This design comes from an exercise in tuning for small area on the open sky130 flow, not from production work.
The RTL was checked by simulation tests, not by an equivalence proof against the original design.
Power figures rest on the tool's default switching activity, not on a simulated workload.

===== flow/run.sh =====
#!/bin/bash
# synth_recipe.tcl (not shown) runs the flow's synth.tcl, then flattens the netlist and writes it again
# the make line also repeats each setting of config.mk as NAME=value (left out here)
make -C /OpenROAD-flow-scripts/flow DESIGN_CONFIG=/design/flow/config.mk WORK_HOME=/design/flow/orfs CLKGATE_MAP_FILE= SYNTH_SCRIPT=/design/flow/synth_recipe.tcl finish

===== flow/config.mk =====
export PLATFORM = sky130hd
export DESIGN_NAME = meanfilter
export DESIGN_NICKNAME = meanfilter
export VERILOG_FILES = /design/flow/design.v
export SDC_FILE = /design/flow/constraint.sdc
export NUM_CORES = 4
export LEC_CHECK = 0
export CAP_MARGIN = 20
export CORE_MARGIN = 2
export CORE_UTILIZATION = 40
export SLEW_MARGIN = 20

===== flow/constraint.sdc =====
create_clock -name core_clock -period 5.0 [get_ports {clk}]
set_input_delay 1.0000 -clock core_clock [delete_from_list [all_inputs] [get_ports {clk}]]
set_output_delay 1.0000 -clock core_clock [all_outputs]
set_load 0.01 [all_outputs]

===== flow/design.v =====
`timescale 1ns / 1ps
module meanfilter #(
    parameter           DATA_WITH    =  24,
    parameter    [7:0]  MEAN_Level   =  7
) 
(
    input       wire                        clk,
    input       wire                        rst,
    input       wire                        en,
    input       wire                        iValid,
    input       wire [DATA_WITH-1:0]     iData,
    output      wire  [DATA_WITH + MEAN_Level -1:0]     oData,
    output      wire                        oReady
);
reg     [DATA_WITH-1:0]  iDataReg;
reg     [DATA_WITH + MEAN_Level -1:0] data_mult;
reg     [DATA_WITH + MEAN_Level -1:0] data_sum;
reg     [DATA_WITH + MEAN_Level -1:0] data_div;
reg     [4:0]iValidReg;
reg     [1:0] StateReg;
wire  crossline =   ((iDataReg[DATA_WITH-1:DATA_WITH-2] ==2'b11) && (iData[DATA_WITH-1:DATA_WITH-2] == 2'b00))||
                    ((iDataReg[DATA_WITH-1:DATA_WITH-2] ==2'b00) && (iData[DATA_WITH-1:DATA_WITH-2] == 2'b11)) ;
always @(posedge clk) begin
    if (rst) begin
        StateReg    <=  2'd0;
        data_div    <=  0;
        data_mult   <=  0;
        data_sum    <=  0;
    end
    else if (en) begin
        case (StateReg)
            2'd0:begin
                if (crossline) begin
                    StateReg    <=  StateReg    +   1'b1;
                    data_div    <=  iData;
                end
                else if (~iValidReg[1] && iValidReg[0]) begin
                    StateReg    <=  StateReg    +   1'b1;
                    data_div    <=  iDataReg;
                end
            end 
            2'd1:begin
                if (crossline) begin
                    data_mult   <=  (iData   <<     MEAN_Level) -  iData;
                    StateReg    <=  StateReg    +   1'b1;
                end
                else if(~iValidReg[2] && iValidReg[1])    begin
                    data_mult   <=  (data_div    <<   MEAN_Level) - data_div;
                    StateReg    <=  StateReg    +   1'b1;
                end
            end
            2'd2:begin
                if (crossline) begin
                    data_sum    <=  iData << MEAN_Level;
                    StateReg    <=  StateReg    +   1'b1;
                end
                else if(~iValidReg[3] && iValidReg[2])    begin
                    data_sum    <=  data_mult   +   iData;
                    StateReg    <=  StateReg    +   1'b1;
                end
            end
            2'd3:begin
                if (crossline) begin
                    data_div    <=  iData ;
                    StateReg    <=  1;
                end
                else if (~iValidReg[4] && iValidReg[3]) begin
                    data_div        <=  data_sum    >>  MEAN_Level;
                    StateReg    <=  1;
                end
            end
            default: ;
        endcase 
    end
end
always @(posedge clk) begin
    if (rst) begin
        iDataReg    <=  iData;
    end
    else if (~iValidReg[0] && iValid) begin
        iDataReg    <=  iData;
    end
end
always @(posedge clk) begin
    if (rst) begin
        iValidReg   <=  5'd0;
    end
    else begin
        iValidReg   <=  {iValidReg[3:0],iValid};
    end
end
assign  oData   =   en  ?   data_sum    :   {iData,{(MEAN_Level){1'b0}}};
assign  oReady  =   iValidReg[4];
endmodule

==> impl_results.md, run 1 <==
- Slew margin rel.: a little over two fifths
- Final min period: approximately 4100 ps
- Syn_nets: between 1000 and 1500
- Critical Path AT: ~4500 ps
- Antenna diodes: 0
- Ys Warns: 1
- CTS tree: done
- # Post-CTS Setup Buffers: 0
- CP Launch Point: iData[9]
- Nets: 1284
- Vias per cell: between 5 and 6
- Worst setup EP type: flip-flop
- Kind of critical path: in2reg
- Longest Clk Path Bufs: 2
- Cell area after synthesis: ~9100 um^2
- F_max: between 200 and 250 MHz
- Final Max Slew Viols: 0
- Crit path launch type: primary input
- Sum Neg Setup Slack: 0 ps
- Post-route antenna net violation count: 0
- IO Count: 60
- Max VDD drop: 0.208 mV
- GPL Wtd Cong: ~0.89
- Aggregate routed wire length: between 20000 and 30000 um
- Drt initial violations: about 800
- Pwr Density: between 300 and 400 nW/um^2
- Max-Cap Viols: 0
- Via count: 8552
- Routed len/inst: approximately 20 um
- Hold_sp: iValidReg[0]$_SDFF_PP0_
- Die area: ~24000 um^2
- CTS Hold Bufs: 0
- DRC: 0
- Ranking of synthesized cells by area: dfxtp_1 (20%), ha_1 (9.0%), edfxtp_1 (7.9%)
- Sequential element share of the synthesized area: between 20 and 30%
- Final Hold Fails: 0
- FP Rows: 55
- Yosys top cell by area: dfxtp_1
- Post-synth EDFFs: 24
- Crit share post-route: 82.5%
- Actual slew at the worst max-slew pin: approximately 840 ps
- Asr flop ratio synth: 0%
- DP HPWL: 21600 um
- FF-to-FF Start: data_mult[7]$_SDFFE_PP0P_
- Worst-path fanout max: 6
- Distinct cells, synth: 83
- Flops & latches, synth: about 120
- DP Area: 9850 um^2
- Setup Skew: just under 9 ps
- Required time of the critical path: 5330 ps
- Post-CTS sizing: 0
- Layout cells sized above 1: roughly 8.8%
- Num CTS Buffers: 17
- Clock Pin Slew Worst Setup and Hold Paths: around 60 ps
- Die Width: about 150 um
- Leakage power: ~4 nW
- Yosys top cell area share: 20.5%
- Initial Util: a little over 40%
- First-pass detailed-route iteration total: 5
- GR Overflow Total: 0
- RSZ-0062 raised after global routing: false
- Clock latency on the worst-skew pair: between 400 and 500 ps
- Synth Area per Inst: slightly below 8 um^2
- Fin area: around 10000 um^2
- Total power: approximately 3.3 mW
- H-tree Lvls: 4
- Cells after Synth: approximately 1200
- Synth-to-layout area growth: 14.6%
- Port buffer count: between 50 and 60
- Die Y: between 150 and 200 um
- Run status: complete, no violations
- Root Buffer: clkbuf_16
- Top_reg_cell synth: dfxtp_1
- First-pass GRT wire length: 45600 um
- HP Class: reg2reg
- # clock sinks: 117
- Initial antenna violation count: 0
- All-layer global routing usage: approximately 24%
- Largest net degree at the start of global routing: between 60 and 70
- Core area: 22400 um^2
- Vias in the first global route: roughly 8000
- # setup viols final: 0
## stage by stage
stage / utilization [%] / setup slack, ps / hold WS, ps / instances
CTS: 46.4 / 936 / 455 / 1488
global placement: 43.9 / 563 / 440 / 1456
global route: 46.4 / 671 / 474 / 1488
floorplan: - / 1600 / 426 / 1157
detailed placement: 43.9 / 497 / 445 / 1456
finish: 46.4 / 877 / 452 / 1488
## synthesized netlist by cell type (18+ instances only)
library cell and instances:
xor2_1 19, xnor2_1 47, a21o_1 25, nor2_1 135
mux2_2 18, a21oi_1 106, inv_1 64, clkbuf_1 44
nand3_1 26, a211oi_1 33, nand2_1 129, a311oi_1 22
o21ai_0 61, nor3_1 35, ha_1 65, edfxtp_1 24
dfxtp_1 93
## placed cells by master (no fill, tap or decap), drive strengths merged, types with 18 or more instances in the layout
cell type | netlist | final
nor3 | 35 | 35
nor2 | 135 | 135
dfxtp | 93 | 93
clkdlybuf4s50 | 0 | 57
clkbuf | 52 | 19
xor2 | 19 | 19
nand2 | 129 | 129
a21o | 26 | 26
ha | 65 | 65
xnor2 | 47 | 47
a311oi | 22 | 22
o21ai | 67 | 67
inv | 64 | 69
mux2 | 18 | 18
edfxtp | 24 | 24
a21oi | 108 | 108
a211oi | 34 | 34
nand3 | 26 | 26
buf | 11 | 20
## cell type report
cell class / count / area (um^2)
Sequential cell: 117 / 2580
Timing Repair Buffer: 77 / 718
Tap cell: 285 / 357
Clock inverter: 13 / 96.3
Multi-Input combinational cell: 913 / 5950
Fill cell: 2267 / 12000
Clock buffer: 19 / 464
Inverter: 64 / 240
## state kept, by name (all words and copies together), names as in the netlist
signal,flops
iDataReg,24
data_sum,31
data_mult,31
StateReg,2
iValidReg,5
data_div,24
## report_power, final
part	total [mW]	internal (mW)	switching, mW	leakage, nW
clock	1.18	0.680	0.500	0.280
sequential	1.05	1.01	0.0410	0.995
combinational	1.07	0.429	0.641	2.79
## worst max-delay path, stage by stage
cell             delay, ps
clkdlybuf4s50_1        530
ha_1                   450
nand3_1                130
nor2_1                 210
o211ai_1               170
a21bo_2                250
a211oi_1               520
o21ai_0                250
o21ai_0                350
mux2_2                 380
a311oi_1               230
## kinds of logic after synthesis
family	after synthesis	share of synthesized area (%)
AND/OR/NAND/NOR	398	20.1
multiplexers	32	3.77
AO/OA/AOI/OAI	351	26.0
flip-flops	117	28.4
XOR/XNOR	66	6.36
buffers and inverters	127	6.22
adder cells (fa/ha/maj)	66	9.17
## path summary, 6_finish.rpt
| check | end | slack [ps] | cells after the start |
|---|---|---|---|
| worst max-delay path | data_sum[29]$_SDFFE_PP0P_ | 880 | 11 |
| worst min-delay path | iValidReg[1]$_SDFF_PP0_ | 450 | 2 |
| worst max register to register | data_sum[29]$_SDFFE_PP0P_ | 1700 | 10 |
| worst min register to register | iValidReg[1]$_SDFF_PP0_ | 450 | 2 |
## metal layers
| layer | wire [um] | GRT usage (%) | share of wire (%) |
|---|---|---|---|
| met1 | 14100 | 36.2 | 49 |
| met2 | 12300 | 36.5 | 42 |
| met3 | 2230 | 4.65 | 7.7 |
| met4 | 415 | 6.04 | 1.4 |
| met5 | 0 | 0 | 0 |
==> inputs of run 2 (changes only) <==
==> flow/design.v (replaced) <==
`timescale 1ns / 1ps
module meanfilter #(
    parameter           DATA_WITH    =  24,
    parameter    [7:0]  MEAN_Level   =  7
)
(
    input       wire                        clk,
    input       wire                        rst,
    input       wire                        en,
    input       wire                        iValid,
    input       wire [DATA_WITH-1:0]        iData,
    output      wire [DATA_WITH + MEAN_Level -1:0] oData,
    output      wire                        oReady
);
reg  [4:0]  v;       
reg  [1:0]  prev;    
reg         z;       
reg  [1:0]  cn;      
reg  [30:0] rn;      
reg  [3:0]  tn;      
wire st0 = iValid & ~v[0];
wire st1 = v[0] & ~v[1];
wire st2 = v[1] & ~v[2];
wire st3 = v[2] & ~v[3];
wire st4 = v[3] & ~v[4];
wire shift = en & (st0 | st1 | st2 | st3 | st4);
wire wrap = (prev == 2'b11 && iData[23:22] == 2'b00) ||
            (prev == 2'b00 && iData[23:22] == 2'b11);
wire m = z | (st0 & wrap);
wire g0 = m ? st1 : st0;
wire g1 = m ? st2 : st1;
wire g2 = m ? st3 : st2;
wire g3 = m ? st4 : st3;
wire [6:0] xdn = ~(({7{g0}} & iData[6:0]) | ({7{g1}} & iData[13:7]) |
                   ({7{g2}} & iData[20:14]) | ({7{g3}} & {4'b0, iData[23:21]}));
wire ga = m | st0;
wire gb = m | st4;
wire [6:0] an = {rn[6:3] | {4{ga | st4}}, rn[2:0] | {3{ga}}};
wire [6:0] bn = ~(rn[13:7] | {{4{gb | st3}}, {3{gb}}}) ;
wire [1:0] cin = st0 ? 2'b10 : cn;
wire [6:0] psn = an ^ bn ^ xdn;
wire [6:0] pcn = (an & bn) | (an & xdn) | (bn & xdn);
wire [7:0] rcn;
wire [6:0] dn;
assign dn[0]  = psn[0] ^ cin[0] ^ cin[1];
assign rcn[0] = (psn[0] & cin[0]) | (psn[0] & cin[1]) | (cin[0] & cin[1]);
genvar j;
generate for (j = 1; j < 7; j = j + 1) begin : g_rip
    assign dn[j]  = psn[j] ^ pcn[j-1] ^ rcn[j-1];
    assign rcn[j] = (psn[j] & pcn[j-1]) | (psn[j] & rcn[j-1]) | (pcn[j-1] & rcn[j-1]);
end endgenerate
always @(posedge clk) begin
    if (rst)
        v <= 5'd0;
    else
        v <= {v[3:0], iValid};
    prev <= iData[23:22];
    if (rst)
        z <= 1'b1;
    else if (en & st0 & wrap)
        z <= 1'b1;
    else if (en & st4)
        z <= 1'b0;
    cn <= {pcn[6], rcn[6]};
    tn <= dn[6:3];
    if (shift)
        rn <= {dn[2:0], tn, rn[30:7]};
end
assign oData  = en ? (z ? 31'd0 : ~rn) : {iData, 7'b0};
assign oReady = v[4];
endmodule
==> run 2 against run 1 <==
Still clean on timing, DRC and antenna. Combinational power down 82%. Wire length fell by 79%. Sequential share of layout area increased by 11 points. Fmax is 14% lower. Final cell count shrank 75%. Clock skew hardly changed. Total power down 70%. Largest power group is now sequential cells. Highest routed layer unchanged.
==> impl_results.md, run 2 <==
- Run status: complete, no violations
- M1 wire length: a little under 3000 um
- First-pass GRT wire length: roughly 9700 um
- FP Rows: 27
- CTS Hold Bufs: 0
- DRC: 0
- Commonest cells after routing, fill and taps aside: clkdlybuf4s50_1 (56), inv_1 (32), edfxtp_1 (31)
- Post-synth EDFFs: 31
- Required time of the critical path: between 5000 and 6000 ps
- Count leader, synth: inv_1
- Ys Warns: 1
- # clock sinks: 45
- Slew margin rel.: between 50 and 60%
- Met2 Wirelength: roughly 2600 um
- Leakage power: 1.34 nW
- Longest Clk Path Bufs: 2
- Via count: just under 2000
- Max-Cap Viols: 0
- Setup Skew: approximately 9.4 ps
- Vias in the first global route: about 1900
- F_max: around 210 MHz
- Port buffer count: a little under 60
- CP Launch Point: iData[23]
- Distinct cells, synth: 35
- Initial antenna violation count: 0
- Worst setup EP type: flip-flop
- Largest net degree at the start of global routing: 32
- Actual slew at the worst max-slew pin: just over 600 ps
- Final min period: between 4000 and 5000 ps
- Synth-to-layout area growth: 45.3%
- H-tree Lvls: 2
- Antenna diodes: 0
- Biggest register: rn
- Syn_nets: 248
- DP HPWL: about 4400 um
- Crit share post-route: around 96%
- Core area: approximately 5600 um^2
- Nets: 334
- GR Overflow Total: 0
- Dpl ws: -714 ps
- HP Class: reg2reg
- Worst-path fanout max: 6
- GPL Wtd Cong: approximately 0.83
- Asr flop ratio synth: 0%
- Critical Path AT: between 4000 and 5000 ps
- Final Max Slew Viols: 0
- Ranking of synthesized cells by area: edfxtp_1 (40%), dfxtp_1 (12%), fa_1 (12%)
- Kind of critical path: in2reg
- Final setup margin: slightly above 200 ps
- Post-synth top cells: inv_1 (34), edfxtp_1 (31), o22ai_1 (27), nor2_1 (18)
- Post-route antenna net violation count: 0
- Pwr Density: 295 nW/um^2
- Synth Area per Inst: between 10 and 15 um^2
- Flops & latches, synth: between 40 and 50
- Placed Cells incl. Taps: between 300 and 400
- Aggregate routed wire length: about 6000 um
- Max FFs per register: 31
- Max VDD drop: between 0.15 and 0.2 mV
- Cell area after synthesis: 2340 um^2
- Commonest non-fill, non-tap cell in the layout: clkdlybuf4s50_1
- Layout cells sized above 1: between 20% and 30%
- Root Buffer: clkbuf_8
- Layout Cells excl Fill: about 370
- All-layer global routing usage: roughly a fifth
- Die Y: roughly 80 um
- Clock latency on the worst-skew pair: approximately 300 ps
- DP Area: about 3200 um^2
- Die area: ~6500 um^2
- Routed len/inst: around 16 um
- FF-to-FF Start: v[2]$_SDFF_PP0_
- CTS tree: done
- Drt initial violations: 165
- Num CTS Buffers: 5
- Met3 WL post-DR: between 300 and 400 um
- Total power: 1.00 mW
- Yosys top cell area share: between 30% and 40%
- RSZ-0062 raised after global routing: false
- Top_reg_cell synth: edfxtp_1
- Largest regs: rn x31, v x5, tn x4
- # setup viols final: 0
- Final Hold Fails: 0
- Fin area: ~3400 um^2
- Sequential element share of the synthesized area: between 50 and 60%
- Clock Pin Slew Worst Setup and Hold Paths: roughly 80 ps
- Cells after Synth: about 210
- Highest metal used: met4
- Initial Util: a little over two fifths
- First-pass detailed-route iteration total: 5
- Crit path launch type: primary input
- Yosys top cell by area: edfxtp_1
- Hold_sp: tn[0]$_DFF_P_
- Die Width: slightly above 80 um
- IO Count: 60
- Layout Utilization: between 60 and 70%
- Vias per cell: about 5.3
run 2: changes by cell type after synthesis, moves of 60 or more:
cell	before	now
nor2_1	135	18
o21ai_0	61	1
ha_1	65	0
nand2_1	129	7
dfxtp_1	93	14
a21oi_1	106	1
run 2: cell type report:
type                       count  area (um^2)
sequential                    45         1210
clock buffer                   5         68.8
multi-input combinational    118         1030
tap                           72         90.1
clock inverter                 3         68.8
timing repair buffer          87          800
inverter                      35          131
fill                         472         2170
run 2: report_power, final:
| group | internal (mW) | total, mW | switching [mW] | leakage, nW |
|---|---|---|---|---|
| Combinational | 0.0998 | 0.189 | 0.0887 | 0.857 |
| Sequential | 0.462 | 0.489 | 0.0269 | 0.412 |
| Clock | 0.201 | 0.326 | 0.125 | 0.0687 |
run 2: metrics by stage:
stage | TNS, ps | hold slack (ps)
after floorplan | 0 | 386
after global placement | -1700 | 387
after detailed placement | -2130 | 407
after CTS | 0 | 428
after global routing | 0 | 433
final | 0 | 424
run 2: final timing paths:
kind / to / slack [ps] / cells after the start
worst max-delay path: tn[3]$_DFF_P_ / 210 / 15
worst max register to register: tn[3]$_DFF_P_ / 530 / 15
worst min register to register: rn[24]$_DFFE_PP_ / 420 / 0
worst min-delay path: rn[24]$_DFFE_PP_ / 420 / 0
run 2: kinds of logic after synthesis:
| family | count (synthesis) | share of synthesized area, % |
|---|---|---|
| AOI/OAI and AO/OA | 54 | 17.8 |
| adders and majority gates | 14 | 12.0 |
| buffers and inverters | 43 | 6.89 |
| DFF | 45 | 51.7 |
| muxes | 3 | 1.49 |
| and+or+nand+nor | 47 | 10.2 |
run 2: worst max-delay path: stages:
cell and delay [ps]:
clkdlybuf4s15_2 210, nor4bb_4 320, a31oi_4 110, buf_4 180, mux2i_1 120, a221o_1 300, a221o_1 290, fa_1 500
fa_2 410, fa_2 340, fa_2 340, inv_2 70, fa_2 190, fa_2 190, fa_1 410
run 2: metal layers:
metal / vias up / GRT usage [%]
li1: 923 / -
met5: - / 0
met2: 67 / 30.0
met4: 0 / 4.58
met3: 4 / 3.60
met1: 945 / 29.5
run 2: what timing repair did:
item / CTS / global route
setup buffers: 3 / 1
pin swaps: 6 / 11
resized for setup: 13 / 5
endpoints found under the setup margin: 3 / 3
endpoints found under the hold margin: 0 / 0
==> inputs of run 3 (changes only) <==
--- a/flow/config.mk
+++ b/flow/config.mk
@@ -7,2 +7,3 @@
 export LEC_CHECK = 0
+export ABC_AREA = 1
 export CAP_MARGIN = 20
==> run 3 against run 2 <==
Still clean on timing, DRC and antenna. First-iteration DRC count decreased by 38%. Register-to-register slack better by 470 ps. Sequential cell count is the same. Synthesized area fell by 0.37%. Setup slack worse by 12 ps. Sequential share of layout area up 1.1 points. Utilization is 1.8 points lower. Clock power decreased by 29%. Clock-buffer cell count grew 3. Clock skew down 1.4 ps. Synthesized cell count up 19%. Wire length down 3.1%. Critical path type unchanged. Largest power group unchanged. Highest routed layer unchanged.
==> impl_results.md, run 3 <==
- Pwr Density: between 200 and 300 nW/um^2
- Post-route antenna net violation count: 0
- CTS tree: done
- # fillers: 501
- Ranking of synthesized cells by area: edfxtp_1 (40%), dfxtp_1 (12%), fa_1 (12%)
- Vias in the first global route: approximately 2000
- Worst R2R Path Depth: 17
- Longest Clk Path Bufs: 2
- IO Count: 60
- Crit path launch type: primary input
- Total power: around 0.9 mW
- First-pass GRT wire length: 9690 um
- Initial antenna violation count: 0
- Setup Skew: 8.02 ps
- Num CTS Buffers: 5
- Initial Util: between 40% and 50%
- Clock Pin Slew Worst Setup and Hold Paths: roughly 80 ps
- R2r endpoint: tn[3]$_DFF_P_
- Distinct cells, synth: 22
- Layout cells sized above 1: between 10% and 20%
- Die Width: 80.4 um
- Worst R2R Setup Slack: 1000 ps
- HP Class: reg2reg
- FF-to-FF Start: v[0]$_SDFF_PP0_
- Root Buffer: clkbuf_8
- Critical Path AT: 4980 ps
- CTS Hold Bufs: 0
- CP Launch Point: iValid
- Port buffer count: 59
- Nets: 370
- Post-synth EDFFs: 31
- Worst-path fanout max: 5
- Max incr delay on CP: 520 ps
- Final Hold Fails: 0
- Final Max Slew Viols: 0
- Commonest cells after routing, fill and taps aside: clkdlybuf4s50_1 (57), nand2_1 (46), inv_1 (34)
- Cells after Synth: around 250
- Layout Utilization: 59.3%
- Synth Area per Inst: between 9 and 10 um^2
- FP Rows: 27
- Clock latency on the worst-skew pair: 300 ps
- Kind of critical path: in2reg
- Leakage power: roughly 1.4 nW
- WHS Endpoint: rn[26]$_DFFE_PP_
- H-tree Lvls: 2
- First-pass detailed-route iteration total: 4
- Syn_nets: 287
- Via count: between 1500 and 2000
- Actual slew at the worst max-slew pin: around 800 ps
- Biggest register: rn
- Routed len/inst: roughly 14 um
- Sum Neg Setup Slack: 0 ps
- Largest regs: rn x31, v x5, tn x4
- GPL Wtd Cong: 0.853
- Max VDD drop: approximately 0.16 mV
- Slowest CP cell: fa_1
- Worst setup EP type: flip-flop
- # clock sinks: 45
- Die area: between 6000 and 7000 um^2
- Count leader, synth: nand2_1
- Required time of the critical path: just over 5000 ps
- Max-Cap Viols: 0
- Cell mode on critical path: fa_2
- Slew margin rel.: 46.7%
- Antenna diodes: 0
- Asr flop ratio synth: 0%
- WHS Path Cells: 0
- Worst path cell trace: clkdlybuf4s50_1, inv_1, nor2_4, nand3_4, nand3_1, nand3_1, nand2_1, nor2_1, fa_1, inv_1, fa_2, fa_2, fa_2, fa_2, inv_2, fa_2, fa_2, fa_1
- Crit share post-route: between 90% and 100%
- Run status: complete, no violations
- Largest net degree at the start of global routing: 23
- Drt initial violations: about 100
- RSZ-0062 raised after global routing: false
- Aggregate routed wire length: 5790 um
- Sequential element share of the synthesized area: between 50 and 60%
- Vias per cell: roughly 4.8
- Core area: 5570 um^2
- All-layer global routing usage: about a fifth
- Max FFs per register: 31
- DP HPWL: about 4400 um
- GR Overflow Total: 0
- Hold_sp: tn[2]$_DFF_P_
- Synth-to-layout area growth: 41.5%
- DRC: 0
- # setup viols final: 0
- Final min period: approximately 4800 ps
- Commonest non-fill, non-tap cell in the layout: clkdlybuf4s50_1
- Post-synth top cells: nand2_1 (47), inv_1 (35), nor2_1 (33), edfxtp_1 (31), nand3_1 (24)
- Cell area after synthesis: approximately 2300 um^2
- Yosys top cell area share: between 30% and 40%
- Flops & latches, synth: 45
- Die Y: around 80 um
- Ys Warns: 1
- Sequential cell area: between 1000 and 1500 um^2
- Footprint of the multi-input gates: 1010 um^2
- Yosys top cell by area: edfxtp_1
- F_max: 208 MHz
- Top_reg_cell synth: edfxtp_1
run 3: cell count changes in the layout (fill, tap and decap cells not counted), moves of 15 or more:
cell     change
o21ai_0     +19
nand3_1     +23
o22ai_1     -22
nor2_1      +15
nand2_1     +41
run 3: power by group:
part	switching [mW]	internal, mW	total [mW]
clock network	0.118	0.113	0.231
logic	0.0922	0.0899	0.182
registers	0.0208	0.462	0.483
total	0.231	0.665	0.896
run 3: logic make-up after synthesis:
group	synth area share, %
flops	51.9
fa+ha+maj	12.0
buf+inv	6.86
compound gates	5.90
simple gates	23.4
run 3: per-layer routing:
layer / vias to the layer above / GRT usage [%] / routed length (um)
met5: - / 0 / 0
met3: 7 / 4.49 / 345
li1: 953 / - / -
met4: 0 / 6.44 / 83
met1: 906 / 28.0 / 2810
met2: 59 / 30.9 / 2560
run 3: what timing repair did:
item / 4_1_cts / 5_1_grt
gates resized for setup: 8 / 4
pin swaps: 1 / 4
buffers inserted: 0 / 0
endpoints found under the setup margin: 2 / 2
gates cloned: 0 / 0
run 3: worst max-delay path: cells and delay by family:
| kind | cells | cell delay [ps] |
|---|---|---|
| adder cells (fa/ha/maj) | 8 | 2730 |
| buffers and inverters | 4 | 640 |
| AND/OR/NAND/NOR | 6 | 610 |
run 3: metrics by stage:
step	std cells	area (um^2)	hold WS [ps]	setup WS [ps]
2_1_floorplan	245	2330	386	89.4
3_3_place_gp	393	3180	389	-467
3_5_place_dp	393	3180	390	-573
4_1_cts	401	3290	409	8.90
5_1_grt	401	3300	424	1.70
6_report	401	3300	410	195
run 3: how the worst max path moves through the flow:
stage,to,slack (ps),cells past startpoint
6_report,tn[3]$_DFF_P_,190,18
2_1_floorplan,tn[3]$_DFF_P_,90,16
5_1_grt,tn[3]$_DFF_P_,2,18
4_1_cts,tn[3]$_DFF_P_,9,20
3_5_place_dp,tn[3]$_DFF_P_,-570,20
3_3_place_gp,tn[3]$_DFF_P_,-470,20
run 3: layout make-up:
cell class | instances | share of cell area, %
tap | 72 | 2.73
inverter | 36 | 4.09
sequential | 45 | 36.7
multi-input combinational | 158 | 30.6
clock buffer | 8 | 2.73
timing repair buffer | 82 | 23.2
==> inputs of run 4 (changes only) <==
==> flow/flow/run.sh (new file) <==
#!/bin/bash
set -e
cp standard.sh standard_sh_copy.log
export BUFFER_PORTS_ARGS="-buffer_cell sky130_fd_sc_hd__buf_1"
export RECOVER_POWER=100
bash standard.sh > standard.log 2>&1
==> flow/standard.sh (new file) <==
#!/bin/bash
# synth_recipe.tcl (not shown) runs the flow's synth.tcl, then flattens the netlist and writes it again
# the make line also repeats each setting of config.mk as NAME=value (left out here)
make -C /OpenROAD-flow-scripts/flow DESIGN_CONFIG=/design/flow/config.mk WORK_HOME=/design/flow/orfs CLKGATE_MAP_FILE= SYNTH_SCRIPT=/design/flow/synth_recipe.tcl "${@:-finish}"
removed: flow/run.sh
==> run 4 against run 3 <==
Cell area down 15%. Clock power fell by 6%. The layout now fails its checks (max-capacitance violations, max-slew violations). Clock-buffer cell count down 1. Die area unchanged. First-iteration DRC count down 14%. Via count grew 0.57%. Sequential share of layout area up 6.3 points. Hold slack worse by 0.96 ps.
==> impl_results.md, run 4 <==
- Run status: failed layout checks
- Violated checks: max-capacitance violations, max-slew violations
- Layout Cells excl Fill: roughly 400
- Pwr Density: 300 nW/um^2
- Clock latency on the worst-skew pair: about 290 ps
- Crit share post-route: a little over nine tenths
- Vias per cell: approximately 5
- Final min period: around 4700 ps
- Ranking of synthesized cells by area: edfxtp_1 (40%), dfxtp_1 (12%), fa_1 (12%)
- Commonest cells after routing, fill and taps aside: buf_1 (58), nand2_1 (48), inv_1 (35)
- Largest family of logic cells by synthesized area: simple AND/OR/NAND/NOR gates
- Layout cells sized above 1: approximately a tenth
- Mux contribution to synthesized area: 0%
- Sequential element share of the synthesized area: 51.9%
- Syn_nets: between 200 and 300
- Yosys top cell area share: roughly 40%
- # setup viols final: 0
- Ys Warns: 1
- R2r endpoint: tn[3]$_DFF_P_
- Count leader, synth: nand2_1
- Sum Neg Setup Slack: 0 ps
- Placed Cells incl. Taps: between 300 and 400
- CTS Hold Bufs: 0
- Sw Ratio: between 20% and 30%
- Setup crit end: tn[3]$_DFF_P_
- Cells after Synth: approximately 250
- Routed len/inst: 14.8 um
- Final Max Slew Viols: 16
- Worst-path fanout max: 7
- Setup Skew: 4.16 ps
- IO Count: 60
- Num CTS Buffers: 5
- DP Area: approximately 2800 um^2
- Adder-cell share of the synthesized area: 12.0%
- Via count: around 1900
- Dpl ws: -199 ps
- Worst R2R Setup Slack: 790 ps
- Actual slew at the worst max-slew pin: roughly 1600 ps
- # fillers: 576
- Core area: around 5600 um^2
- Longest Clk Path Bufs: 2
- FF-to-FF Start: v[0]$_SDFF_PP0_
- Cell area after synthesis: 2330 um^2
- Max-Cap Viols: 1
- Post-route antenna net violation count: 0
- Max FFs per register: 31
- Slew margin rel.: -7.06%
- F_max: around 210 MHz
- Final Hold Fails: 0
- Kind of critical path: in2reg
- Synth Area per Inst: approximately 9.5 um^2
- All-layer global routing usage: between 10% and 20%
- Distinct cells, synth: 22
- Initial antenna violation count: 0
- Largest regs: rn x31, v x5, tn x4
- Critical Path AT: just under 5000 ps
- Die Width: 80.4 um
- Root Buffer: clkbuf_8
- Top_reg_cell synth: edfxtp_1
- Vias in the first global route: just under 2000
- DRC: 0
- Antenna diodes: 0
- Post-synth EDFFs: 31
- Drt initial violations: 89
- Port buffer count: 59
- GPL Wtd Cong: about 0.85
- Yosys top cell by area: edfxtp_1
- H-tree Lvls: 2
- Post-Synth XOR/XNOR Area: 0%
- Max VDD drop: ~0.17 mV
- Die area: about 6500 um^2
- First-pass detailed-route iteration total: 4
- CTS tree: done
- Required time of the critical path: ~5200 ps
- Fin area: 2820 um^2
- RSZ-0062 raised after global routing: false
- Simple logic cell fraction of the synthesized area: between 20% and 30%
- Leakage power: about 1.2 nW
- Die Y: 80.4 um
- HP Class: reg2reg
- # clock sinks: 45
- First-pass GRT wire length: a little over 9000 um
- Flops & latches, synth: 45
- Initial Util: 41.9%
- Asr flop ratio synth: 0%
- FP Rows: 27
- Biggest register: rn
- Sequential fraction of design power: about 57%
- GR Overflow Total: 0
- Commonest non-fill, non-tap cell in the layout: buf_1
- CP Launch Point: iData[23]
- Final setup margin: approximately 280 ps
- Clock share of power: ~25%
- Pint: between 0.6 and 0.7 mW
- DP HPWL: 4320 um
- Aggregate routed wire length: just under 6000 um
- Clock Pin Slew Worst Setup and Hold Paths: 80 ps
- Synth-to-layout area growth: 20.9%
- Largest net degree at the start of global routing: 32
- Post-synth top cells: nand2_1 (47), inv_1 (35), nor2_1 (33), edfxtp_1 (31), nand3_1 (24)
- Worst R2R Path Depth: 17
- Compound-Gate Fraction of Synth Area: under 10%
- WHS Path Cells: 0
- Switching power: ~0.23 mW
- Worst setup EP type: flip-flop
- Crit path launch type: primary input
- Logic pwr share: between 10% and 20%
- Nets: roughly 360
[run 4: critical path, stage by stage]
cell and delay, ps:
buf_1 130, inv_1 70, nand2_1 60, nand2_1 80
nand3_4 100, nand2_4 110, nand2_1 110, nand3_1 70
nand2_1 70, nor2_1 50, fa_1 530, inv_1 50
fa_2 340, fa_2 400, fa_2 400, fa_1 420
inv_1 90, fa_1 200, fa_1 210, fa_1 390
[run 4: logic make-up (layout without fill, tap and decap cells)]
logic type / after synthesis / in the layout
AND/OR/NAND/NOR: 118 / 118
AO/OA/AOI/OAI: 26 / 26
adder cells (fa/ha/maj): 14 / 14
flip-flops: 45 / 45
buffers and inverters: 42 / 120
[run 4: stage by stage]
step / total power [mW] / utilization [%] / hold WS, ps
2_1_floorplan: 0.571 / - / 386
3_3_place_gp: 0.638 / 49.5 / 388
3_5_place_dp: 0.639 / 49.5 / 396
4_1_cts: 0.857 / 50.9 / 411
5_1_grt: 0.895 / 50.6 / 418
6_report: 0.848 / 50.6 / 409
[run 4: area by class of cell]
cell class	count	area, um^2	share of cell area, %
tap	72	90.1	3.19
multi-input combinational	158	968	34.3
timing repair buffer	76	338	12.0
inverter	36	135	4.79
sequential	45	1210	42.9
clock inverter	1	3.75	0.133
clock buffer	7	76.3	2.70
[run 4: power by group through the flow]
stage,clock network (mW),registers (mW),logic (mW)
after floorplan,0,0.483,0.0873
after global placement,0,0.490,0.148
after detailed placement,0,0.492,0.147
after CTS,0.224,0.484,0.149
after global routing,0.235,0.489,0.171
final,0.216,0.484,0.148
[run 4: repair_timing]
| item | CTS | global route |
|---|---|---|
| endpoints found under the setup margin | 0 | 1 |
| buffers inserted | 0 | 0 |
| hold endpoints to repair | 0 | 0 |
| gates resized for setup | 0 | 3 |
[run 4: how the worst min path moves through the flow]
stage / from / end / slack [ps]
2_1_floorplan: tn[0]$_DFF_P_ / rn[24]$_DFFE_PP_ / 390
3_3_place_gp: tn[0]$_DFF_P_ / rn[24]$_DFFE_PP_ / 390
3_5_place_dp: tn[3]$_DFF_P_ / rn[27]$_DFFE_PP_ / 400
4_1_cts: tn[0]$_DFF_P_ / rn[24]$_DFFE_PP_ / 410
5_1_grt: tn[3]$_DFF_P_ / rn[27]$_DFFE_PP_ / 420
6_report: tn[0]$_DFF_P_ / rn[24]$_DFFE_PP_ / 410
[run 4: routing by layer]
layer | GRT usage (%) | vias up | wire length [um]
li1 | - | 942 | -
met3 | 3.71 | 6 | 255
met2 | 31.3 | 49 | 2700
met1 | 26.7 | 939 | 2810
met5 | 0 | - | 0
met4 | 5.42 | 0 | 69
==> inputs of run 5 (changes only) <==
==> flow/flow/run.sh (replaced) <==
#!/bin/bash
set -e
export BUFFER_PORTS_ARGS="-buffer_cell sky130_fd_sc_hd__buf_1"
bash standard.sh > standard.log 2>&1
--- a/flow/config.mk
+++ b/flow/config.mk
@@ -8,5 +8,7 @@
 export ABC_AREA = 1
-export CAP_MARGIN = 20
+export CAP_MARGIN = 0
 export CORE_MARGIN = 2
 export CORE_UTILIZATION = 40
-export SLEW_MARGIN = 20
+export CTS_BUF_LIST = sky130_fd_sc_hd__clkbuf_8
+export GPL_TIMING_DRIVEN = 0
+export SLEW_MARGIN = 0
==> run 5 against run 4 <==
Now clean on timing, DRC and antenna. Sequential power barely moved. Global-route usage rose by 0.74 points. Final cell count fell by 1.3%. Wire length rose by 2.8%. Setup slack got worse by 79 ps. Hold slack improved by 3.2 ps. Utilization rose by 1.2 points. Cell area rose by 2.4%. Clock skew rose by 0.85 ps. First-iteration DRC count rose by 20%. Largest cell class unchanged.
==> impl_results.md, run 5 <==
- Run status: complete, no violations
- Final Hold Fails: 0
- Leakage power: about 1.2 nW
- Worst path cell trace: clkbuf_2, inv_1, nand2_1, nand2_2, nand3_4, nand2_8, nand2_8, nand3_1, nand2_1, nor2_1, fa_1, inv_1, fa_2, fa_2, fa_2, fa_1, inv_1, fa_2, fa_2, fa_1
- Longest Clk Path Bufs: 2
- Largest regs: rn x31, v x5, tn x4
- Sw Ratio: between 20% and 30%
- DP HPWL: approximately 4400 um
- DRC: 0
- Ys Warns: 1
- Vias per cell: between 4 and 5
- F_max: 209 MHz
- Nets: 359
- First-pass GRT wire length: about 9500 um
- Cells after Synth: ~250
- Port buffer count: 59
- Hold_sp: tn[0]$_DFF_P_
- Max incr delay on CP: about 530 ps
- # setup viols final: 0
- Cell area after synthesis: 2330 um^2
- Max-Cap Viols: 0
- Largest net degree at the start of global routing: 20
- Commonest cells after routing, fill and taps aside: buf_1 (57), nand2_1 (46), inv_1 (36)
- Clock Pin Slew Worst Setup and Hold Paths: 90 ps
- Actual slew at the worst max-slew pin: 671 ps
- Drt initial violations: roughly 110
- Max FFs per register: 31
- Initial antenna violation count: 0
- GR Overflow Total: 0
- CTS Hold Bufs: 0
- First-pass detailed-route iteration total: 4
- Post-route antenna net violation count: 0
- DP Area: ~2700 um^2
- Final min period: roughly 4800 ps
- HP Class: reg2reg
- Layout Utilization: 51.9%
- Post-synth EDFFs: 31
- RSZ-0062 raised after global routing: false
- Asr flop ratio synth: 0%
- Placed Cells incl. Taps: 377
- Kind of critical path: in2reg
- Post-synth top cells: nand2_1 (47), inv_1 (35), nor2_1 (33), edfxtp_1 (31), nand3_1 (24)
- FP Rows: 27
- Final Max Slew Viols: 0
- Layout cells sized above 1: between 10% and 20%
- Antenna diodes: 0
- Pint: around 0.62 mW
- Pwr Density: approximately 300 nW/um^2
- Cell mode on critical path: fa_2
- Vias in the first global route: 1924
- # fillers: approximately 550
- Logic pwr share: roughly 18%
- M1 wire length: approximately 2600 um
- Syn_nets: about 290
- Num CTS Buffers: 5
- CTS tree: done
- Commonest non-fill, non-tap cell in the layout: buf_1
- Flops & latches, synth: 45
- All-layer global routing usage: between 20% and 30%
- Required time of the critical path: roughly 5200 ps
- Clock latency on the worst-skew pair: 300 ps
- Via count: between 1500 and 2000
- Die area: 6460 um^2
- Yosys top cell area share: approximately two fifths
- Crit share post-route: a little over nine tenths
- Ranking of synthesized cells by area: edfxtp_1 (40%), dfxtp_1 (12%), fa_1 (12%)
- GPL Wtd Cong: 0.841
- # clock sinks: 45
- Fin area: slightly below 3000 um^2
- Initial Util: 41.9%
- Highest metal used: met4
- Critical Path AT: 4980 ps
- Slowest CP cell: fa_1
- Sequential element share of the synthesized area: roughly half
- Switching power: around 0.24 mW
- Sequential fraction of design power: a little under three fifths
- Synth Area per Inst: 9.53 um^2
- Crit path launch type: primary input
- Biggest register: rn
- Synth-to-layout area growth: 23.8%
- Setup Skew: ~5 ps
- Distinct cells, synth: 22
- Met3 WL post-DR: between 400 and 500 um
- IO Count: 60
- Routed len/inst: around 15 um
- Worst setup EP type: flip-flop
- Layout Cells excl Fill: 390
- Worst-path fanout max: 7
- H-tree Lvls: 2
- Max VDD drop: between 0.15 and 0.2 mV
- Met2 Wirelength: 2860 um
- Die Width: 80.4 um
- Count leader, synth: nand2_1
- FF-to-FF Start: v[3]$_SDFF_PP0_
- Core area: ~5600 um^2
- Slew margin rel.: 55.3%
- Clock share of power: approximately a quarter
- Root Buffer: clkbuf_8
- Aggregate routed wire length: roughly 6000 um
- Die Y: around 80 um
- Yosys top cell by area: edfxtp_1
- Top_reg_cell synth: edfxtp_1
- CP Launch Point: iData[22]
run 5: cell counts after synthesis:
Identical to the previous run, type by type.
run 5: cell families after synthesis:
kind of cell / count (synthesis) / share of synthesized area (%)
AND/OR/NAND/NOR: 118 / 23.4
adder cells (fa/ha/maj): 14 / 12.0
buffers and inverters: 42 / 6.86
AO/OA/AOI/OAI: 26 / 5.90
flip-flops: 45 / 51.9
run 5: path summary, 6_finish.rpt:
path	end	slack (ps)	cells after the start
worst max-delay path	tn[3]$_DFF_P_	200	20
worst min-delay path	rn[24]$_DFFE_PP_	410	0
worst max register to register	tn[3]$_DFF_P_	510	17
worst min register to register	rn[24]$_DFFE_PP_	410	0
run 5: repair_timing:
item / CTS / global route
endpoints found under the setup margin: 1 / 1
gates resized for setup: 7 / 11
endpoints found under the hold margin: 0 / 0
setup buffers: 0 / 5
pin swaps: 0 / 4
run 5: layer usage:
layer	GRT usage [%]	vias up
met5	0	-
met4	7.97	0
met3	3.15	7
met2	32.4	73
met1	27.3	885
li1	-	935
run 5: power by group through the flow:
stage / clock network (mW) / logic, mW / registers [mW]
3_5_place_dp: 0 / 0.146 / 0.490
2_1_floorplan: 0 / 0.0873 / 0.483
3_3_place_gp: 0 / 0.137 / 0.491
4_1_cts: 0.232 / 0.152 / 0.482
5_1_grt: 0.246 / 0.179 / 0.488
6_report: 0.224 / 0.155 / 0.482
run 5: critical path, delay by kind of cell:
| family | cells | cell delay (ps) |
|---|---|---|
| adder cells (fa/ha/maj) | 8 | 2940 |
| buffers and inverters | 4 | 310 |
| AND/OR/NAND/NOR | 8 | 710 |
run 5: cell type report:
class                   instances  area, um^2  share of cell area (%)
flip-flops and latches         45        1210                    41.9
multi-input cells             158        1050                    36.2
repair buffers                 65         289                    10.0
inverters                      36         135                    4.68
well taps                      72        90.1                    3.12
clock buffers                   5        68.8                    2.38
plain buffers                   6        31.3                    1.08
clock inverters                 3        18.8                   0.649
run 5: stage by stage:
step,setup WS [ps],TNS (ps),power (mW),hold WS [ps]
final,204,0,0.862,412
after global routing,21.5,0,0.913,426
after CTS,21.2,0,0.867,414
after detailed placement,-372,-601,0.636,392
after global placement,-324,-476,0.628,388
after floorplan,89.4,0,0.571,386
==> inputs of run 6 (changes only) <==
--- a/flow/design.v
+++ b/flow/design.v
@@ -28,3 +28,4 @@
             (prev == 2'b00 && iData[23:22] == 2'b11);
-wire m = z | (st0 & wrap);
+wire fw = st0 & wrap;
+wire m = z;
 wire g0 = m ? st1 : st0;
@@ -63,6 +64,6 @@
         z <= 1'b0;
-    cn <= {pcn[6], rcn[6]};
-    tn <= dn[6:3];
+    cn <= {pcn[6] | fw, rcn[6] & ~fw};
+    tn <= dn[6:3] | {4{fw}};
     if (shift)
-        rn <= {dn[2:0], tn, rn[30:7]};
+        rn <= {dn[2:0] | {3{fw}}, tn, rn[30:7]};
 end
--- a/flow/config.mk
+++ b/flow/config.mk
@@ -11,3 +11,2 @@
 export CORE_UTILIZATION = 40
-export CTS_BUF_LIST = sky130_fd_sc_hd__clkbuf_8
 export GPL_TIMING_DRIVEN = 0
==> run 6 against run 5 <==
Still clean on timing, DRC and antenna. Wire length fell by 2.1%. Fmax about the same. Synthesized area fell by 0.21%. Via count increased by 0.89%. Sequential cell count did not move. Global-route usage rose by 0.11 points. Critical path type unchanged. Critical endpoint unchanged. Highest routed layer unchanged.
==> impl_results.md, run 6 <==
- Run status: complete, no violations
- # clock sinks: 45
- Distinct cells, synth: 19
- Port buffer count: 58
- Required time of the critical path: between 5000 and 6000 ps
- Initial Util: between 40% and 50%
- Clock latency on the worst-skew pair: 300 ps
- Max incr delay on CP: about 580 ps
- Top_reg_cell synth: edfxtp_1
- Synth-to-layout area growth: 20.9%
- Final Max Slew Viols: 0
- Root Buffer: clkbuf_8
- Max-Cap Viols: 0
- Ranking of synthesized cells by area: edfxtp_1 (40%), dfxtp_1 (12%), fa_1 (12%)
- Worst setup EP type: flip-flop
- Count leader, synth: nand2_1
- Asr flop ratio synth: 0%
- Pint: ~0.67 mW
- RSZ-0062 raised after global routing: false
- Nets: 365
- Num CTS Buffers: 5
- Max VDD drop: about 0.23 mV
- Logic pwr share: around 17%
- Slowest CP cell: fa_1
- Largest net degree at the start of global routing: 23
- Crit share post-route: between 90% and 100%
- Clock share of power: a little under a third
- Sequential fraction of design power: 52.5%
- Core area: between 5000 and 6000 um^2
- Ys Warns: 1
- CP bufs+invs: 4
- Delay-heaviest family, CP: adder cells
- Worst path cell trace: buf_1, nand2_4, nand2_4, nand3_1, nand2_1, inv_1, nand2_1, fa_1, fa_1, inv_1, fa_1, fa_2, fa_2, fa_2, fa_2, fa_1, inv_1, nand2_1
- Final min period: 4790 ps
- Pwr Density: 323 nW/um^2
- Kind of critical path: in2reg
- Max FFs per register: 31
- GPL Wtd Cong: around 0.84
- Post-route antenna net violation count: 0
- Die Y: around 80 um
- Syn_nets: 298
- Yosys top cell area share: 40.0%
- FP Rows: 27
- First-pass detailed-route iteration total: 4
- # setup viols final: 0
- Leakage power: around 1.2 nW
- Commonest cells after routing, fill and taps aside: nand2_1 (71), buf_1 (58), inv_1 (33)
- Routed len/inst: roughly 15 um
- Antenna diodes: 0
- Via count: 1917
- Final setup margin: between 200 and 250 ps
- Sequential element share of the synthesized area: between 50 and 60%
- DP HPWL: approximately 4400 um
- Die Width: 80.3 um
- Post-synth EDFFs: 31
- Switching power: ~0.24 mW
- Drt initial violations: between 100 and 150
- Cells after Synth: ~260
- HP Class: reg2reg
- IO Count: 60
- First-pass GRT wire length: roughly 9500 um
- Layout cells sized above 1: 9.26%
- Synth Area per Inst: just over 9 um^2
- Flops & latches, synth: 45
- GR Overflow Total: 0
- Yosys top cell by area: edfxtp_1
- CTS tree: done
- All-layer global routing usage: between 20 and 25%
- Initial antenna violation count: 0
- Slew margin rel.: between 60% and 70%
- Aggregate routed wire length: roughly 6000 um
- Crit path launch type: primary input
- Actual slew at the worst max-slew pin: between 400 and 500 ps
- Placed Cells incl. Taps: 387
- CTS Hold Bufs: 0
- Worst-path fanout max: 10
- Largest regs: rn x31, v x5, tn x4
- Die area: about 6500 um^2
- H-tree Lvls: 2
- Final Hold Fails: 0
- Post-synth top cells: nand2_1 (72), inv_1 (33), edfxtp_1 (31), nor2_1 (29), o21ai_0 (20)
- Dpl ws: -441 ps
- Cell area after synthesis: around 2300 um^2
- Vias in the first global route: 1880
- Critical Path AT: ~5000 ps
- DRC: 0
- F_max: approximately 210 MHz
- Vias per cell: 4.84
- Commonest non-fill, non-tap cell in the layout: nand2_1
- Clock Pin Slew Worst Setup and Hold Paths: 90 ps
- Setup Skew: 6.89 ps
- Sw Ratio: 26.8%
- Biggest register: rn
- Layout Cells excl Fill: 396
- Longest Clk Path Bufs: 2
==> run 6: cell types whose count changed in the layout (fill, tap and decap cells not counted), sizes merged, moves of 2 or more <==
| cell | before | now |
|---|---|---|
| a21oi | 0 | 5 |
| clkbuf | 11 | 5 |
| inv | 37 | 35 |
| nand2 | 53 | 75 |
| nand3 | 26 | 15 |
| nor2 | 35 | 29 |
| or2 | 2 | 4 |
==> run 6: logic make-up (layout without fill, tap and decap cells) <==
kind of cell	Yosys count	count (layout)	synth area share, %
compound gates	32	32	7.25
fa+ha+maj	14	14	12.0
buf+inv	41	109	6.93
flops	45	45	52.0
simple gates	124	124	21.8
==> run 6: worst paths after layout <==
path / startpoint / end / slack [ps] / cells past startpoint
min reg2reg: tn[2]$_DFF_P_ / rn[26]$_DFFE_PP_ / 420 / 0
max: iValid / tn[3]$_DFF_P_ / 210 / 18
min: tn[2]$_DFF_P_ / rn[26]$_DFFE_PP_ / 420 / 0
max reg2reg: z$_SDFFE_PP1P_ / tn[3]$_DFF_P_ / 340 / 18
==> run 6: metrics by stage <==
| step | total power [mW] | area [um^2] | hold WS (ps) | utilization (%) | TNS (ps) |
|---|---|---|---|---|---|
| after floorplan | 0.581 | 2340 | 386 | - | 0 |
| after global placement | 0.635 | 2650 | 387 | 47.5 | -679 |
| after detailed placement | 0.642 | 2690 | 390 | 48.2 | -913 |
| after CTS | 0.918 | 2800 | 416 | 50.3 | 0 |
| after global routing | 0.964 | 2820 | 431 | 50.5 | 0 |
| final | 0.911 | 2820 | 415 | 50.5 | 0 |
==> run 6: cell type report <==
| type | count | area (um^2) |
|---|---|---|
| inverter | 35 | 131 |
| clock inverter | 3 | 41.3 |
| sequential | 45 | 1210 |
| tap | 72 | 90.1 |
| buffer | 6 | 30.0 |
| clock buffer | 5 | 68.8 |
| fill | 561 | 2760 |
| multi-input combinational | 170 | 991 |
| timing repair buffer | 60 | 253 |
==> run 6: layer usage <==
metal  share of wire (%)  track usage (%)  vias up
met5                   0                0        -
li1                    -                -      951
met3                 8.3             5.73        7
met4                 1.1             5.08        0
met1                  44             27.7      888
met2                  47             31.8       71
==> run 6: power groups by stage <==
stage | logic, mW | registers [mW] | clock network (mW)
after floorplan | 0.101 | 0.480 | 0
after global placement | 0.149 | 0.486 | 0
after detailed placement | 0.156 | 0.486 | 0
after CTS | 0.159 | 0.478 | 0.281
after global routing | 0.182 | 0.484 | 0.299
final | 0.157 | 0.478 | 0.276
==> run 6: repair_timing <==
action	in CTS	in global routing
resized for setup	2	1
endpoints found under the setup margin	2	2
pin swaps	0	2
buffers inserted	0	1
==> inputs of run 7 (changes only) <==
--- a/flow/config.mk
+++ b/flow/config.mk
@@ -11,3 +11,2 @@
 export CORE_UTILIZATION = 40
-export GPL_TIMING_DRIVEN = 0
 export SLEW_MARGIN = 0
==> run 7 against run 6 <==
Global-route usage down 0.51 points. Still clean on timing, DRC and antenna. Cell area shrank 2.1%. Sequential power is 0.8% higher. Critical endpoint unchanged. Highest routed layer unchanged. Largest power group unchanged. Synthesized area unchanged.
==> impl_results.md, run 7 <==
- Commonest cells after routing, fill and taps aside: nand2_1 (72), buf_1 (59), inv_1 (33)
- Critical Path AT: between 4000 and 5000 ps
- Adder-cell share of the synthesized area: between 10% and 20%
- Met3 usage: approximately 4.7%
- Kind of critical path: in2reg
- Slew margin rel.: a little over a third
- Final Hold Fails: 0
- Antenna diodes: 0
- Flops & latches, synth: 45
- DP Area: between 2000 and 3000 um^2
- Cells after Synth: 256
- Post-CTS sizing: 0
- Max VDD drop: ~0.21 mV
- Layout cells sized above 1: 8.02%
- First-pass GRT wire length: around 9400 um
- Count leader, synth: nand2_1
- Pwr Density: around 310 nW/um^2
- Sequential element share of the synthesized area: between 50 and 60%
- Core area: approximately 5600 um^2
- H-tree Lvls: 2
- # setup viols final: 0
- Initial antenna violation count: 0
- IO Count: 60
- Biggest register: rn
- Yosys top cell area share: roughly two fifths
- Layout Utilization: 49.5%
- Crit share post-route: 94.8%
- GPL Wtd Cong: 0.866
- Run status: complete, no violations
- Post-synth top cells: nand2_1 (72), inv_1 (33), edfxtp_1 (31), nor2_1 (29), o21ai_0 (20)
- Final min period: around 4700 ps
- Crit path launch type: primary input
- Vias per cell: just under 5
- Routed len/inst: between 10 and 15 um
- Largest family of logic cells by synthesized area: simple AND/OR/NAND/NOR gates
- Logic pwr share: between 10% and 20%
- Worst-path fanout max: 2
- Sequential fraction of design power: between 50% and 60%
- Synth-to-layout area growth: 18.4%
- # Post-CTS Setup Buffers: 0
- Asr flop ratio synth: 0%
- Worst setup EP type: flip-flop
- Largest net degree at the start of global routing: 32
- Clock share of power: about a quarter
- Largest regs: rn x31, v x5, tn x4
- Worst R2R Path Depth: 18
- Num CTS Buffers: 5
- Met1 usage: 27.4%
- Via count: approximately 1900
- Final Max Slew Viols: 0
- Pint: roughly 0.6 mW
- Hold slack: a little over 400 ps
- Initial Util: about two fifths
- All-layer global routing usage: about 20%
- Required time of the critical path: 5190 ps
- F_max: between 200 and 250 MHz
- RSZ-0062 raised after global routing: false
- Post-Synth XOR/XNOR Area: 0%
- Fin area: roughly 2800 um^2
- Root Buffer: clkbuf_8
- CTS tree: done
- Port buffer count: 59
- GRT busiest layer: met2
- Cell area after synthesis: roughly 2300 um^2
- Clock Pin Slew Worst Setup and Hold Paths: 80 ps
- Mux contribution to synthesized area: 0%
- GR Overflow Total: 0
- Worst R2R Setup Slack: 420 ps
- Met2 Track Usage GR: 31.1%
- Syn_nets: just under 300
- Actual slew at the worst max-slew pin: slightly below 1000 ps
- Die Y: between 80 and 90 um
- WHS Path Cells: 0
- Sw Ratio: about 28%
- Switching power: roughly 0.24 mW
- Nets: 365
- HP Class: reg2reg
- DRC: 0
- Setup Skew: around 7.7 ps
- Commonest non-fill, non-tap cell in the layout: nand2_1
- # clock sinks: 45
- Clock latency on the worst-skew pair: approximately 300 ps
- DP HPWL: 4200 um
- Post-route antenna net violation count: 0
- Simple logic cell fraction of the synthesized area: roughly 22%
- Distinct cells, synth: 19
- Sum Neg Setup Slack: 0 ps
- Vias in the first global route: ~1900
- Max-Cap Viols: 0
- Top_reg_cell synth: edfxtp_1
- Post-synth EDFFs: 31
- Drt initial violations: approximately 130
- Longest Clk Path Bufs: 2
- CTS Hold Bufs: 0
- Die Width: between 80 and 90 um
- Ranking of synthesized cells by area: edfxtp_1 (40%), dfxtp_1 (12%), fa_1 (12%)
- Ys Warns: 1
- Synth Area per Inst: approximately 9 um^2
- FP Rows: 27
- First-pass detailed-route iteration total: 4
- Max FFs per register: 31
- Aggregate routed wire length: around 5700 um
- Yosys top cell by area: edfxtp_1
- Die area: ~6500 um^2
- Compound-Gate Fraction of Synth Area: under 10%
- Leakage power: 1.14 nW
## run 7: cell counts after synthesis
Identical to the previous run, type by type.
## run 7: final timing paths
kind,start,endpoint
worst min register to register,tn[2]$_DFF_P_,rn[26]$_DFFE_PP_
worst min-delay path,tn[2]$_DFF_P_,rn[26]$_DFFE_PP_
worst max-delay path,iValid,tn[3]$_DFF_P_
worst max register to register,z$_SDFFE_PP1P_,tn[3]$_DFF_P_
## run 7: layout make-up
class	count	area [um^2]
clock buffers	7	76.3
multi-input cells	170	971
flip-flops and latches	45	1210
clock inverters	1	3.75
repair buffers	66	274
inverters	35	131
well taps	72	90.1
fillers	585	2820
## run 7: cell families (layout without fill, tap and decap cells)
family / count (synthesis) / after routing
AND/OR/NAND/NOR: 124 / 124
AO/OA/AOI/OAI: 32 / 32
buffers and inverters: 41 / 109
adder cells (fa/ha/maj): 14 / 14
flip-flops: 45 / 45
## run 7: per-stage QoR
step	worst slack, ps	power [mW]	std cells
after floorplan	56.3	0.581	256
after global placement	14.1	0.641	388
after detailed placement	-61.5	0.643	388
after CTS	250	0.861	396
after global routing	43.7	0.905	396
final	261	0.852	396
## run 7: per-layer routing
| layer | part of all wire [%] | wire (um) | vias to the layer above |
|---|---|---|---|
| met1 | 48 | 2730 | 894 |
| met3 | 5.4 | 309 | 6 |
| li1 | - | - | 948 |
| met4 | 0.93 | 53 | 0 |
| met2 | 46 | 2610 | 54 |
| met5 | 0 | 0 | - |
## run 7: worst max-delay path: stages
cell     delay (ps)
buf_1            80
nand2_1         100
nand2_2          70
nand3_1          60
nand2_1          50
inv_1            50
nand2_1          70
fa_1            570
fa_1            170
inv_1            60
fa_1            460
fa_2            420
fa_2            400
fa_2            400
fa_2            400
fa_1            470
inv_1            60
nand2_1          40
## run 7: power groups by stage
stage	combinational, mW	clock (mW)	sequential, mW
floorplan	0.101	0	0.480
global placement	0.153	0	0.488
detailed placement	0.153	0	0.490
CTS	0.155	0.224	0.482
global route	0.178	0.240	0.487
finish	0.152	0.217	0.482
==> inputs of run 8 (changes only) <==
==> flow/flow/run.sh (replaced) <==
#!/bin/bash
set -euo pipefail
rm -rf scripts_local
cp -r "$FLOW_HOME/scripts" scripts_local
cp flow/abc_area.script scripts_local/abc_area.script
export SCRIPTS_DIR="$PWD/scripts_local"
export BUFFER_PORTS_ARGS="-buffer_cell sky130_fd_sc_hd__buf_1"
bash standard.sh > standard.log 2>&1
==> flow/flow/abc_area.script (new file) <==
strash
dch -f
map -a
--- a/flow/config.mk
+++ b/flow/config.mk
@@ -11,2 +11,5 @@
 export CORE_UTILIZATION = 40
+export CTS_BUF_LIST = sky130_fd_sc_hd__clkbuf_8
+export CTS_CLUSTER_DIAMETER = 200
+export CTS_CLUSTER_SIZE = 50
 export SLEW_MARGIN = 0
==> run 8 against run 7 <==
Register-to-register slack got worse by 120 ps. Setup slack lost 65 ps. Critical path type unchanged. Clock skew fell by 3.6 ps. Largest power group unchanged. Wire length decreased by 9.3%. Utilization is 0.74 points higher. Critical path depth is 1 lower. Still clean. Hold slack lost 1.1 ps. Combinational power decreased by 3%.
==> impl_results.md, run 8 <==
- Core area: approximately 5400 um^2
- Count leader, synth: clkinv_1
- CTS tree: done
- Aggregate routed wire length: ~5200 um
- Die Y: 78.3 um
- Die area: around 6000 um^2
- H-tree Lvls: 2
- First-pass detailed-route iteration total: 6
- All-layer global routing usage: between 10% and 20%
- Setup Skew: slightly above 4 ps
- Longest Clk Path Bufs: 2
- FP Rows: 27
- Sequential cell area: about 1200 um^2
- Routed len/inst: around 14 um
- Final Hold Fails: 0
- Commonest non-fill, non-tap cell in the layout: buf_1
- Synth-to-layout area growth: 23.0%
- Post-synth EDFFs: 31
- Crit path launch type: primary input
- Total power: 0.842 mW
- Commonest cells after routing, fill and taps aside: buf_1 (59), clkinv_1 (45), nor2_1 (36)
- Max FFs per register: 31
- First-pass GRT wire length: 8310 um
- Largest net degree at the start of global routing: 32
- Kind of critical path: in2reg
- Num CTS Buffers: 5
- Root Buffer: clkbuf_8
- Biggest register: rn
- Flops & latches, synth: 45
- Worst R2R Path Depth: 15
- Largest regs: rn x31, v x5, tn x4
- Hold_sp: tn[1]$_DFF_P_
- DP Area: approximately 2600 um^2
- Cells after Synth: roughly 210
- Ranking of synthesized cells by area: edfxtp_1 (42%), dfxtp_1 (13%), fa_1 (13%)
- Slew margin rel.: 32.3%
- Nets: between 300 and 400
- Leakage power: approximately 0.94 nW
- Layout Cells excl Fill: 362
- Worst-path fanout max: 4
- Cell area after synthesis: ~2200 um^2
- Die Width: ~78 um
- Vias per cell: 4.79
- FF-to-FF Start: z$_SDFFE_PP1P_
- WHS Endpoint: rn[25]$_DFFE_PP_
- Required time of the critical path: roughly 5200 ps
- Yosys top cell area share: roughly 42%
- # clock sinks: between 40 and 50
- Drt initial violations: 61
- Clock latency on the worst-skew pair: 300 ps
- Antenna diodes: 0
- Max-Cap Viols: 0
- WHS Path Cells: 0
- Yosys top cell by area: edfxtp_1
- Worst setup EP type: flip-flop
- Initial Util: between 40% and 50%
- Sequential element share of the synthesized area: 54.9%
- R2r endpoint: tn[3]$_DFF_P_
- DP HPWL: slightly below 4000 um
- Final min period: about 4800 ps
- HP Class: reg2reg
- F_max: 208 MHz
- Via count: 1733
- Max VDD drop: ~0.17 mV
- Initial antenna violation count: 0
- Ys Warns: 1
- Placed Cells incl. Taps: 354
- Syn_nets: approximately 260
- Critical Path AT: ~5000 ps
- IO Count: 60
- Port buffer count: 59
- Actual slew at the worst max-slew pin: roughly 1000 ps
- Crit share post-route: approximately 96%
- Distinct cells, synth: 15
- Fin area: between 2000 and 3000 um^2
- GR Overflow Total: 0
- RSZ-0062 raised after global routing: false
- Run status: complete, no violations
- Post-synth top cells: clkinv_1 (45), nor2_1 (37), edfxtp_1 (31), o22ai_1 (26)
- Post-route antenna net violation count: 0
- # setup viols final: 0
- GPL Wtd Cong: 0.847
- Worst R2R Setup Slack: about 300 ps
- DRC: 0
- Footprint of the multi-input gates: between 800 and 900 um^2
- # Post-CTS Setup Buffers: 0
- Clock Pin Slew Worst Setup and Hold Paths: ~80 ps
- Layout cells sized above 1: between 10 and 15%
- Synth Area per Inst: around 10 um^2
- Hold slack: 412 ps
- Asr flop ratio synth: 0%
- Sum Neg Setup Slack: 0 ps
- # fillers: 520
- Vias in the first global route: 1695
- Final Max Slew Viols: 0
- Top_reg_cell synth: edfxtp_1
- Pwr Density: approximately 310 nW/um^2
==> run 8: what timing repair did <==
item	4_1_cts	5_1_grt
hold buffers	0	0
endpoints found under the setup margin	0	1
resized for setup	0	4
hold endpoints to repair	0	0
==> run 8: cell type report <==
cell class	instances	share of cell area, %
Clock inverter	3	0.507
Tap cell	72	3.32
Timing Repair Buffer	69	10.9
Inverter	45	6.22
Clock buffer	5	2.54
Multi-Input combinational cell	123	31.9
Sequential cell	45	44.6
==> run 8: worst max-delay path by stage <==
stage / from / end / slack (ps) / cells past startpoint
after floorplan: iValid / tn[3]$_DFF_P_ / 10 / 16
after global placement: iValid / tn[3]$_DFF_P_ / -120 / 17
after detailed placement: iValid / tn[3]$_DFF_P_ / -220 / 17
after CTS: iValid / tn[3]$_DFF_P_ / 100 / 17
after global routing: iValid / tn[3]$_DFF_P_ / 9 / 17
final: iValid / tn[3]$_DFF_P_ / 200 / 17
==> run 8: cell families after synthesis <==
kind of cell,after synthesis,share of synthesized area (%)
adder cells (fa/ha/maj),14,12.7
flip-flops,45,54.9
AO/OA/AOI/OAI,45,12.4
AND/OR/NAND/NOR,64,12.3
buffers and inverters,45,7.66
==> run 8: layer usage <==
| metal | wire, um | track usage (%) | share of wire, % | vias to the layer above |
|---|---|---|---|---|
| met1 | 2470 | 24.7 | 48 | 818 |
| met2 | 2370 | 28.7 | 46 | 47 |
| li1 | - | - | - | 862 |
| met5 | 0 | 0 | 0 | - |
| met3 | 255 | 3.56 | 4.9 | 6 |
| met4 | 70 | 6.49 | 1.4 | 0 |
==> run 8: power breakdown <==
| part | switching, mW | internal [mW] | total (mW) |
|---|---|---|---|
| logic | 0.0829 | 0.0644 | 0.147 |
| registers | 0.0212 | 0.457 | 0.479 |
| clock network | 0.121 | 0.0949 | 0.216 |
| total | 0.225 | 0.617 | 0.842 |
==> run 8: critical path: stages <==
cell	delay, ps
buf_1	70
clkinv_1	60
nor2_1	50
nor2_2	140
a21oi_2	70
a21oi_2	160
o221ai_2	110
fa_1	540
fa_1	190
clkinv_1	80
fa_2	350
fa_2	360
fa_2	350
fa_2	350
fa_2	350
fa_1	460
or2_2	300
==> run 8: metrics by stage <==
step	util (%)	setup WS, ps
floorplan	-	14.1
global placement	48.3	-117
detailed placement	48.3	-220
CTS	49.9	98.1
global route	50.2	8.63
finish	50.2	196

separate check: timing with driven ports:
The results above use ideal ports. As a check the final layouts listed here were re-extracted and re-timed, cells and wires unchanged.
Step 1 sets driving cells, clkbuf_16 on the clock port and buf_2 on the other inputs (assumed; they add their load-dependent delay and slew).
Step 2 times the ports against the registers' clock, not the clock port: input delays grow and output delays shrink by t, the midpoint of the rising clock arrivals with the driver on.
Three values: no drivers, after step 1, after step 2; two values: the first two.
run | t, ns | setup WS [ns] | clock arrival spread, ns
run 1 | 0.467 | 0.877 / 0.878 / 0.411 | 0.010 / 0.010
run 2 | 0.321 | 0.206 / 0.212 / -0.108 | 0.010 / 0.009
run 3 | 0.322 | 0.195 / 0.201 / -0.121 | 0.008 / 0.008
run 4 | 0.322 | 0.283 / 0.291 / -0.030 | 0.005 / 0.005
run 5 | 0.325 | 0.204 / 0.210 / -0.114 | 0.005 / 0.005
run 6 | 0.325 | 0.208 / 0.211 / -0.113 | 0.007 / 0.007
run 7 | 0.322 | 0.261 / 0.264 / -0.057 | 0.008 / 0.007
run 8 | 0.324 | 0.196 / 0.201 / -0.123 | 0.004 / 0.004
The setup slack of run 1, which loses most, moves by +0.001 ns with the drivers and by -0.466 ns with both steps.
